This is an optimization exercise on Yosys and OpenROAD, whose aim is small area, not a production implementation.
The RTL was checked by simulation tests, not by an equivalence proof against the original design.

## Datapath
module Datapath(
    input clk,
    input rst,
    input [15:0] gpio_in,
    output [15:0] gpio_out,
    output [15:0] imem_addr,
    input  [15:0] imem_rdata,
    output        dmem_en,
    output        dmem_we,
    output [15:0] dmem_addr,
    output [15:0] dmem_wdata,
    input  [15:0] dmem_rdata
);
    wire [3:0] opcode = imem_rdata[15:12];
    wire [3:0] rs1 = imem_rdata[11:8];
    wire [3:0] rs2 = imem_rdata[7:4];
    wire [3:0] rd  = imem_rdata[3:0];
    wire [15:0] A, B, result;
    wire reg_write, addsub, inv, sel_mul, sel_div, sel_arr;
    wire sel_and, sel_or, sel_xor, sel_not, sel_ld, jmp;
    ControlUnit cu(
        .opcode(opcode), .reg_write(reg_write), .addsub(addsub), .inv(inv),
        .sel_mul(sel_mul), .sel_div(sel_div), .sel_arr(sel_arr),
        .sel_and(sel_and), .sel_or(sel_or), .sel_xor(sel_xor), .sel_not(sel_not),
        .sel_ld(sel_ld), .mem_en(dmem_en), .mem_we(dmem_we), .jmp(jmp)
    );
    PC pc_inst(.clk(clk), .rst(rst), .jmp(jmp), .count(imem_addr));
    RegisterFile rf(
        .clk(clk), .rst(rst),
        .read_addr1(rs1), .read_addr2(rs2), .write_addr(rd),
        .write_data(result), .write_enable(reg_write),
        .read_data1(A), .read_data2(B)
    );
    alu alu_inst(
  ...
clock: 45.0 ns
lec_check: 0
abc_area: 1
cap_margin: 20
core_margin: 2
core_utilization: 55
cts_buf_list: sky130_fd_sc_hd__clkbuf_8
slew_margin: 20
standard.sh (not shown) runs the stock make flow with config.mk's settings and CLKGATE_MAP_FILE= SYNTH_SCRIPT=/design/flow/synth_recipe.tcl, a recipe that flattens the netlist after the stock synthesis.
==> flow/flow/run.sh <==
#!/bin/bash
# The standard layout, except that ports are buffered with
# sky130_fd_sc_hd__buf_1 instead of ORFS's default buffer choice.
# The make/ORFS output goes to standard.log here (and ORFS's own logs/).
set -euo pipefail
W=$(pwd)
bash "$W/standard.sh" "BUFFER_PORTS_ARGS=-buffer_cell sky130_fd_sc_hd__buf_1" finish > "$W/standard.log" 2>&1
The starting point finished clean.
Edit:
==> flow/run.sh (new file) <==
#!/bin/bash
# synth_recipe.tcl (not shown) runs the flow's synth.tcl, then flattens the netlist and writes it again
# the make line also repeats each setting of config.mk as NAME=value (left out here)
make -C /OpenROAD-flow-scripts/flow DESIGN_CONFIG=/design/flow/config.mk WORK_HOME=/design/flow/orfs CLKGATE_MAP_FILE= SYNTH_SCRIPT=/design/flow/synth_recipe.tcl finish
--- a/flow/config.mk
+++ b/flow/config.mk
@@ -9,5 +9,4 @@
 export CAP_MARGIN = 20
 export CORE_MARGIN = 2
-export CORE_UTILIZATION = 55
-export CTS_BUF_LIST = sky130_fd_sc_hd__clkbuf_8
+export CORE_UTILIZATION = 40
 export SLEW_MARGIN = 20
removed: flow/flow/run.sh
removed: flow/standard.sh
After rerunning: Clock skew fell by 32 ps. Register-to-register slack is better by 270 ps. Maximum frequency barely changes. Synthesized cell count does not change. Non-clock buffer count rose by 4.
Edit:
--- a/flow/config.mk
+++ b/flow/config.mk
@@ -9,4 +9,5 @@
 export CAP_MARGIN = 20
 export CORE_MARGIN = 2
-export CORE_UTILIZATION = 40
+export CORE_UTILIZATION = 55
+export CTS_BUF_LIST = sky130_fd_sc_hd__clkbuf_8
 export SLEW_MARGIN = 20
The changed run went through all stages and came out clean.
Via count rises slightly.
Wire length decreases slightly.
Sequential share of layout area barely changes.

========
Setup of build 49:
Another version of the RTL of Datapath (not shown whole).
For scale: ~120 I/O pins.
clock: 45.0 ns
lec_check: 0
abc_area: 1
cap_margin: 20
core_margin: 2
core_utilization: 55
cts_buf_list: sky130_fd_sc_hd__clkbuf_8
cts_cluster_diameter: 200
cts_cluster_size: 12
slew_margin: 20
==> flow/flow/run.sh <==
#!/bin/bash
# The standard layout with these changes:
#  - synthesis is the standard flow's own script (synth_recipe.tcl and ORFS's synth.tcl),
#    except that ABC maps the logic with flow/area.script (area-oriented
#    mapping) instead of ORFS's script, and ORFS's full-adder extraction is
#    off (ADDER_MAP_FILE empty), so ABC maps the adders too;
#  - ports are buffered with sky130_fd_sc_hd__buf_1.
# make/ORFS output goes to standard.log here (and to ORFS's logs/).
set -euo pipefail
W=$(pwd)
F=$W/flow
sed "s|log_cmd abc {\*}\$abc_args|log_cmd abc {*}[lreplace \$abc_args 1 1 $F/area.script]|" \
    "$FLOW_HOME/scripts/synth.tcl" > "$W/synth_custom.tcl"
grep -q "$F/area.script" "$W/synth_custom.tcl"
sed "s|\$::env(SCRIPTS_DIR)/synth.tcl|$W/synth_custom.tcl|" "$W/synth_recipe.tcl" > "$W/my_synth.tcl"
grep -q "synth_custom.tcl" "$W/my_synth.tcl"
bash "$W/standard.sh" SYNTH_SCRIPT="$W/my_synth.tcl" ADDER_MAP_FILE= \
    "BUFFER_PORTS_ARGS=-buffer_cell sky130_fd_sc_hd__buf_1" finish > "$W/standard.log" 2>&1
==> flow/flow/area.script <==
strash
dch
map -a
topo
stime -c
Input changes introduced in build 42 (baseline for comparison: build 49):
==> flow/flow/area.script <==
strash
&get -n
&dch -f
&nf -R 1000
&put
strash
&get -n
&dch -f
&nf -R 1000
&put
topo
stime -c
Notes after the runs:
- Summary — average wire length per cell after detail routing, build 42 relative to build 49: higher, by about 4%.
- Higher growth of design area from synthesis to finish among build 49 and build 42: build 42
- Critical path depth (build 42 / build 49): 0.870
- Sum of routed wire length over all layers: build 42 vs build 49 down 10%
- Maximum frequency on build 42 is behind build 49.
- Time the worst path needs with I/O delays and setup deteriorates in build 42 relative to build 49.
- Comparing setup slack for build 49 and build 42, the bigger number came from build 49.
- Going from build 49 to build 42, cell area has decreased; worst slack on hold paths went down.
Input changes introduced in build 3 (baseline for comparison: build 42):
==> flow/flow/area.script <==
strash
dch
map -a
strash
dch
map -a
strash
dch
map -a
topo
stime -c
==> comparison <==
As far as remaining global-route overflow goes, build 42 and build 3 are indistinguishable; the numbers are identical. Build 3: die extent in x higher than build 42. Build 3 ended up with a lower sequential share of layout area than build 42 did. The time the worst path needs with I/O delays and setup of build 3 was superior to that of build 42. Most frequent standard cell in the layout excluding fill and tap cells: sky130_fd_sc_hd__nor2_1 -> build 42, sky130_fd_sc_hd__nand2_1 -> build 3.
> inputs changed (build 3 -> build 16)
==> flow/flow/area.script <==
strash
dch
map -a
strash
dch
map -a
topo
stime -c
- Every stage of the flow completed for build 16, and the final layout passed the timing, design-rule and antenna checks.
- Register-to-register slack in build 16 is 20 ps below build 3.
- Area of the core delta for build 16 relative to build 3: 0.50% higher
- On design area, build 16 and build 3 are basically level.
- Share of final-layout standard cells stronger than drive strength 1 ends up higher on build 3.
- | post-synthesis instance area | build 16 vs build 3 | about 0.7% higher |
- Build 3 → build 16: utilization of the core after routing fell by 0.42 points, worst setup slack after placement fell by 930 ps, post-synthesis share of cell area spent on and, or, nand and nor gates rose by 1.3 points.

========
The RTL this note starts from:
==> flow/design.v <==
`timescale 1ns / 1ps
module PC(
    input clk,
    input rst,
    input jmp,
    output reg [15:0] count
);
    wire [16:0] c;
    assign c[0] = 1'b1;
    genvar i;
    generate
        for (i = 0; i < 16; i = i + 1) begin : g_inc
            assign c[i+1] = c[i] & count[i];
        end
    endgenerate
    wire [15:0] next = count ^ c[15:0];
    always @(posedge clk or posedge rst) begin
        if (rst)
            count <= 16'b0;
        else if (jmp)
            count <= 16'b0;
        else
            count <= next;
    end
endmodule
module ControlUnit (
    input  [3:0] opcode,
    output reg_write,    
    output addsub,       
    output inv,          
    output sel_mul,
    output sel_div,
    output sel_arr,      
    output sel_and,
    output sel_or,
    output sel_xor,
    output sel_not,
    output sel_ld,
    output mem_en,
    output mem_we,
    output jmp
);
    wire [15:0] d = 16'b1 << opcode;
    assign addsub    = d[0] | d[1] | d[11];
    assign inv       = d[1] | d[3];
    assign sel_mul   = d[2];
    assign sel_div   = d[3];
    assign sel_arr   = d[0] | d[1] | d[2] | d[11];
    assign sel_and   = d[4];
    assign sel_or    = d[5];
    assign sel_xor   = d[6];
    assign sel_not   = d[7];
    assign sel_ld    = d[8];
    assign mem_en    = d[8] | d[9];
    assign mem_we    = d[9];
    assign jmp       = d[12];
    assign reg_write = ~(d[9] | d[12] | d[13] | d[14] | d[15]);
endmodule
`timescale 1ns / 1ps
module RegisterFile(
    input clk,
    input rst,
    input [3:0] read_addr1,
    input [3:0] read_addr2,
    input [3:0] write_addr,
    input [15:0] write_data,
    input write_enable,
    output [15:0] read_data1,
    output [15:0] read_data2
);
    reg [15:0] registers [0:15];
    reg [15:0] valid;
    wire [15:0] wsel = write_enable ? (16'b1 << write_addr) : 16'b0;
    wire [15:0] r1sel = (16'b1 << read_addr1) & valid;
    wire [15:0] r2sel = (16'b1 << read_addr2) & valid;
    always @(posedge clk or posedge rst) begin
        if (rst)
            valid <= 16'b0;
        else
            valid <= valid | wsel;
    end
    integer k;
    always @(posedge clk) begin
        for (k = 0; k < 16; k = k + 1)
            if (wsel[k]) registers[k] <= write_data;
    end
    reg [15:0] d1, d2;
    always @(*) begin
        d1 = 16'b0;
        d2 = 16'b0;
        for (k = 0; k < 16; k = k + 1) begin
            d1 = d1 | (registers[k] & {16{r1sel[k]}});
            d2 = d2 | (registers[k] & {16{r2sel[k]}});
        end
    end
    assign read_data1 = d1;
    assign read_data2 = d2;
endmodule
`timescale 1ns / 1ps
module addrow #(parameter W = 16) (
    input  [W-1:0] x,
    input  [W-1:0] y,
    input  cin,
    input  take,
    output [W-1:0] r,
    output cout,
    output [W-1:0] tt,    
    output [W-1:0] gg     
);
    localparam integer L = (W > 8) ? 4 : (W > 4) ? 3 : (W > 2) ? 2 : (W > 1) ? 1 : 0;
    wire [W-1:0] t = x | y;
    wire [W-1:0] g0 = x & y;
    assign tt = t;
    assign gg = g0;
    wire [W-1:0] G [0:L];
    wire [W-1:0] P [0:L];
    wire [W-1:0] cinv = cin;
    assign G[0] = g0 | (t & cinv);
    assign P[0] = t;
    genvar l, j;
    generate
        for (l = 0; l < L; l = l + 1) begin : g_lvl
            for (j = 0; j < W; j = j + 1) begin : g_bit
                if (j & (1 << l)) begin : g_comb
                    localparam integer K = ((j >> (l + 1)) << (l + 1)) + (1 << l) - 1;
                    assign G[l+1][j] = G[l][j] | (P[l][j] & G[l][K]);
                    assign P[l+1][j] = P[l][j] & P[l][K];
                end else begin : g_pass
                    assign G[l+1][j] = G[l][j];
                    assign P[l+1][j] = P[l][j];
                end
            end
        end
    endgenerate
    wire [W:0] c = {G[L], cin};
    assign r = x ^ ({W{take}} & (y ^ c[W-1:0]));
    assign cout = c[W];
endmodule
module muldiv(
    input  [15:0] A,
    input  [15:0] B,
    input  mul,
    input  div,
    input  inv,
    output [15:0] v0,    
    output [15:0] q,     
    output [15:0] px,    
    output [15:0] gx,    
    output bnz           
);
    wire [15:0] by = B ^ {16{inv}};
    wire [16:0] hz;
    assign hz[16] = 1'b1;
    genvar i, j;
    generate
        for (i = 15; i >= 0; i = i - 1) begin : g_hz
            assign hz[i] = hz[i+1] & ~B[i];
        end
    endgenerate
    wire [15:0] v [0:16];
    assign v[16] = 16'b0;
    wire [15:0] qq;
    generate
        for (i = 15; i >= 0; i = i - 1) begin : g_row
            localparam integer W = 16 - i;
            wire xin = A[i] & ~mul;
            wire [W-1:0] x;
            if (W == 1) begin : g_x1
                assign x = xin;
            end else begin : g_xn
                assign x = {v[i+1][W-2:0], xin};
            end
            wire [W-1:0] r, rt, rg;
            wire co;
            wire take;
            addrow #(.W(W)) u_add(.x(x), .y(by[W-1:0]), .cin(inv), .take(take), .r(r),
                                  .cout(co), .tt(rt), .gg(rg));
            assign qq[i] = hz[W] & co;
            if (i > 0) begin : g_tk
                assign take = (div & qq[i]) | (mul & A[i]);
            end else begin : g_tk0
                assign take = ~mul | A[i];
                assign px = rt & ~rg;
                assign gx = rg;
            end
            if (W < 16) begin : g_r
                assign v[i][15:W] = 0;
            end
            assign v[i][W-1:0] = r;
        end
    endgenerate
    assign v0 = v[0];
    assign q = qq;
    assign bnz = ~hz[0];
endmodule
module alu(
    input  [15:0] A,
    input  [15:0] B,
    input  [15:0] mem_rd_data,
    input  addsub, inv, sel_mul, sel_div, sel_arr, sel_and, sel_or, sel_xor, sel_not, sel_ld,
    output [15:0] result
);
    wire [15:0] v0, quot, px, gx;
    wire bnz;
    muldiv u_md(.A(A), .B(B), .mul(sel_mul), .div(sel_div), .inv(inv),
                .v0(v0), .q(quot), .px(px), .gx(gx), .bnz(bnz));
    assign result = ({16{sel_arr}} & v0)
                  | ({16{sel_div & bnz}} & quot)
                  | ({16{sel_and}} & gx)
                  | ({16{sel_or}}  & (px | gx))
                  | ({16{sel_xor}} & px)
                  | ({16{sel_not}} & ~A)
                  | ({16{sel_ld}}  & mem_rd_data);
endmodule
`timescale 1ns / 1ps
module Datapath(
    input clk,
    input rst,
    input [15:0] gpio_in,
    output [15:0] gpio_out,
    output [15:0] imem_addr,
    input  [15:0] imem_rdata,
    output        dmem_en,
    output        dmem_we,
    output [15:0] dmem_addr,
    output [15:0] dmem_wdata,
    input  [15:0] dmem_rdata
);
    wire [3:0] opcode = imem_rdata[15:12];
    wire [3:0] rs1 = imem_rdata[11:8];
    wire [3:0] rs2 = imem_rdata[7:4];
    wire [3:0] rd  = imem_rdata[3:0];
    wire [15:0] A, B, result;
    wire reg_write, addsub, inv, sel_mul, sel_div, sel_arr;
    wire sel_and, sel_or, sel_xor, sel_not, sel_ld, jmp;
    ControlUnit cu(
        .opcode(opcode), .reg_write(reg_write), .addsub(addsub), .inv(inv),
        .sel_mul(sel_mul), .sel_div(sel_div), .sel_arr(sel_arr),
        .sel_and(sel_and), .sel_or(sel_or), .sel_xor(sel_xor), .sel_not(sel_not),
        .sel_ld(sel_ld), .mem_en(dmem_en), .mem_we(dmem_we), .jmp(jmp)
    );
    PC pc_inst(.clk(clk), .rst(rst), .jmp(jmp), .count(imem_addr));
    RegisterFile rf(
        .clk(clk), .rst(rst),
        .read_addr1(rs1), .read_addr2(rs2), .write_addr(rd),
        .write_data(result), .write_enable(reg_write),
        .read_data1(A), .read_data2(B)
    );
    alu alu_inst(
        .A(A), .B(B), .mem_rd_data(dmem_rdata),
        .addsub(addsub), .inv(inv), .sel_mul(sel_mul), .sel_div(sel_div), .sel_arr(sel_arr),
        .sel_and(sel_and), .sel_or(sel_or), .sel_xor(sel_xor), .sel_not(sel_not),
        .sel_ld(sel_ld), .result(result)
    );
    assign gpio_out   = A;
    assign dmem_addr  = B;
    assign dmem_wdata = A;
endmodule
==> flow/config.mk <==
export PLATFORM = sky130hd
export DESIGN_NAME = Datapath
export DESIGN_NICKNAME = Datapath
export VERILOG_FILES = /design/flow/design.v
export SDC_FILE = /design/flow/constraint.sdc
export NUM_CORES = 4
export LEC_CHECK = 0
export ABC_AREA = 1
export CAP_MARGIN = 20
export CORE_MARGIN = 2
export CORE_UTILIZATION = 55
export CTS_BUF_LIST = sky130_fd_sc_hd__clkbuf_8
export CTS_CLUSTER_DIAMETER = 200
export CTS_CLUSTER_SIZE = 12
export SLEW_MARGIN = 20
==> flow/constraint.sdc <==
create_clock -name core_clock -period 45.0 [get_ports {clk}]
set_input_delay 9.0000 -clock core_clock [delete_from_list [all_inputs] [get_ports {clk}]]
set_output_delay 9.0000 -clock core_clock [all_outputs]
set_load 0.01 [all_outputs]
==> flow/flow/area.script <==
strash
&get -n
&dch -f
&nf -R 1000
&put
topo
stime -c
Scripts as last shown in full above: flow/flow/run.sh
Then changed:
==> flow/flow/area.script (replaced) <==
strash
&get -n
&dch -f
&nf -R 1000
&put
strash
&get -n
&dch -f
&nf -R 1000
&put
strash
&get -n
&dch -f
&nf -R 1000
&put
topo
stime -c
Count of clock-buffer cells in the layout stays the same; non-clock buffer count grows by 8; synthesized area shrinks by a few percent; design area shrinks by a few percent.
Then changed:
--- a/flow/flow/area.script
+++ b/flow/flow/area.script
@@ -1,2 +1,7 @@
+strash
+&get -n
+&dch -f
+&nf -R 1000
+&put
 strash
 &get -n
After rerunning: The new run produced a clean layout; design area goes up by a little under a tenth; first-iteration DRC count went up by about a fifth; die area fell slightly; register-to-register slack improves by 0.04 ns; maximum frequency is about the same; worst hold slack gets worse by 0.0054 ns; routed wire length climbs slightly; critical path depth increases by 23; global-route usage climbs by 1.1 points.
Then changed:
--- a/flow/flow/run.sh
+++ b/flow/flow/run.sh
@@ -5,5 +5,8 @@
 #    mapping) instead of ORFS's script, and ORFS's full-adder extraction is
 #    off (ADDER_MAP_FILE empty), so ABC maps the adders too;
-#  - ports are buffered with sky130_fd_sc_hd__buf_1.
+#  - ports are buffered with sky130_fd_sc_hd__buf_1;
+#  - buf_4 and larger plain buffers are added to the platform's don't-use
+#    list (make appends the platform's list to this one), so repairs use
+#    buf_1/buf_2.
 # make/ORFS output goes to standard.log here (and to ORFS's logs/).
 set -euo pipefail
@@ -15,4 +18,5 @@
 sed "s|\$::env(SCRIPTS_DIR)/synth.tcl|$W/synth_custom.tcl|" "$W/synth_recipe.tcl" > "$W/my_synth.tcl"
 grep -q "synth_custom.tcl" "$W/my_synth.tcl"
-bash "$W/standard.sh" SYNTH_SCRIPT="$W/my_synth.tcl" ADDER_MAP_FILE= \
+export DONT_USE_CELLS="sky130_fd_sc_hd__buf_4 sky130_fd_sc_hd__buf_6 sky130_fd_sc_hd__buf_8 sky130_fd_sc_hd__buf_12 sky130_fd_sc_hd__buf_16"
+bash "$W/standard.sh" SYNTH_SCRIPT="$W/my_synth.tcl" ADDER_MAP_FILE= "MIN_BUF_CELL_AND_PORTS=sky130_fd_sc_hd__buf_2 A X" \
     "BUFFER_PORTS_ARGS=-buffer_cell sky130_fd_sc_hd__buf_1" finish > "$W/standard.log" 2>&1
==> flow/flow/area.script (replaced) <==
strash
dch
map -a
strash
dch
map -a
topo
stime -c
The new run ran to the end with no violations.
Sequential share of layout area is higher by 1.7 points.
Routed wire length is higher by about 8%.
Core utilization went down by 6.8 points.
Via count rose by 8.1%.
Design area is lower by about 4%.
Count of clock-buffer cells in the layout does not change.
Maximum frequency grows by about 2.6%.
Die area increases by 6.3%.

-- re-timing with driven ports --
How much do the figures lean on ideal ports? The routed layouts below were timed once more, with nothing changed but the port constraints.
Step 1, drivers: a clkbuf_16 drives clk and a buf_2 each remaining input, both assumed.
Step 2 also shifts input and output timing later by t, the mid clock arrival at the registers, as if the neighbouring blocks saw the same clock.
Slacks: ideal ports / drivers / drivers and shift; pairs: ideal ports / drivers.
| run | shift t [ns] | setup WS [ns] | pins driven straight from the clock port |
|---|---|---|---|
| the first run of note 1 | 0.688 | 2.500 / 2.530 / 1.843 | 1 |
| the second run of note 1 | 0.641 | 2.494 / 2.519 / 1.878 | 1 |
| the third run of note 1 | 0.680 | 2.477 / 2.509 / 1.828 | 1 |
| build 49 | 0.640 | 3.513 / 3.542 / 2.902 | 1 |
| build 42 | 0.609 | 2.225 / 2.239 / 1.630 | 1 |
| build 3 | 0.635 | 3.377 / 3.405 / 2.770 | 1 |
| build 16 | 0.645 | 3.424 / 3.448 / 2.804 | 1 |
| the first run of note 3 | 0.600 | 2.933 / 2.948 / 2.348 | 1 |
| the second run of note 3 | 0.615 | 2.070 / 2.078 / 1.463 | 1 |
| the third run of note 3 | 0.623 | 2.162 / 2.186 / 1.563 | 1 |
| the fourth run of note 3 | 0.645 | 3.229 / 3.254 / 2.610 | 1 |
After both steps setup and hold are still met in every run listed. The setup slack of the first run of note 1, which loses most, moves by +0.030 ns with the drivers and by -0.657 ns with both steps.
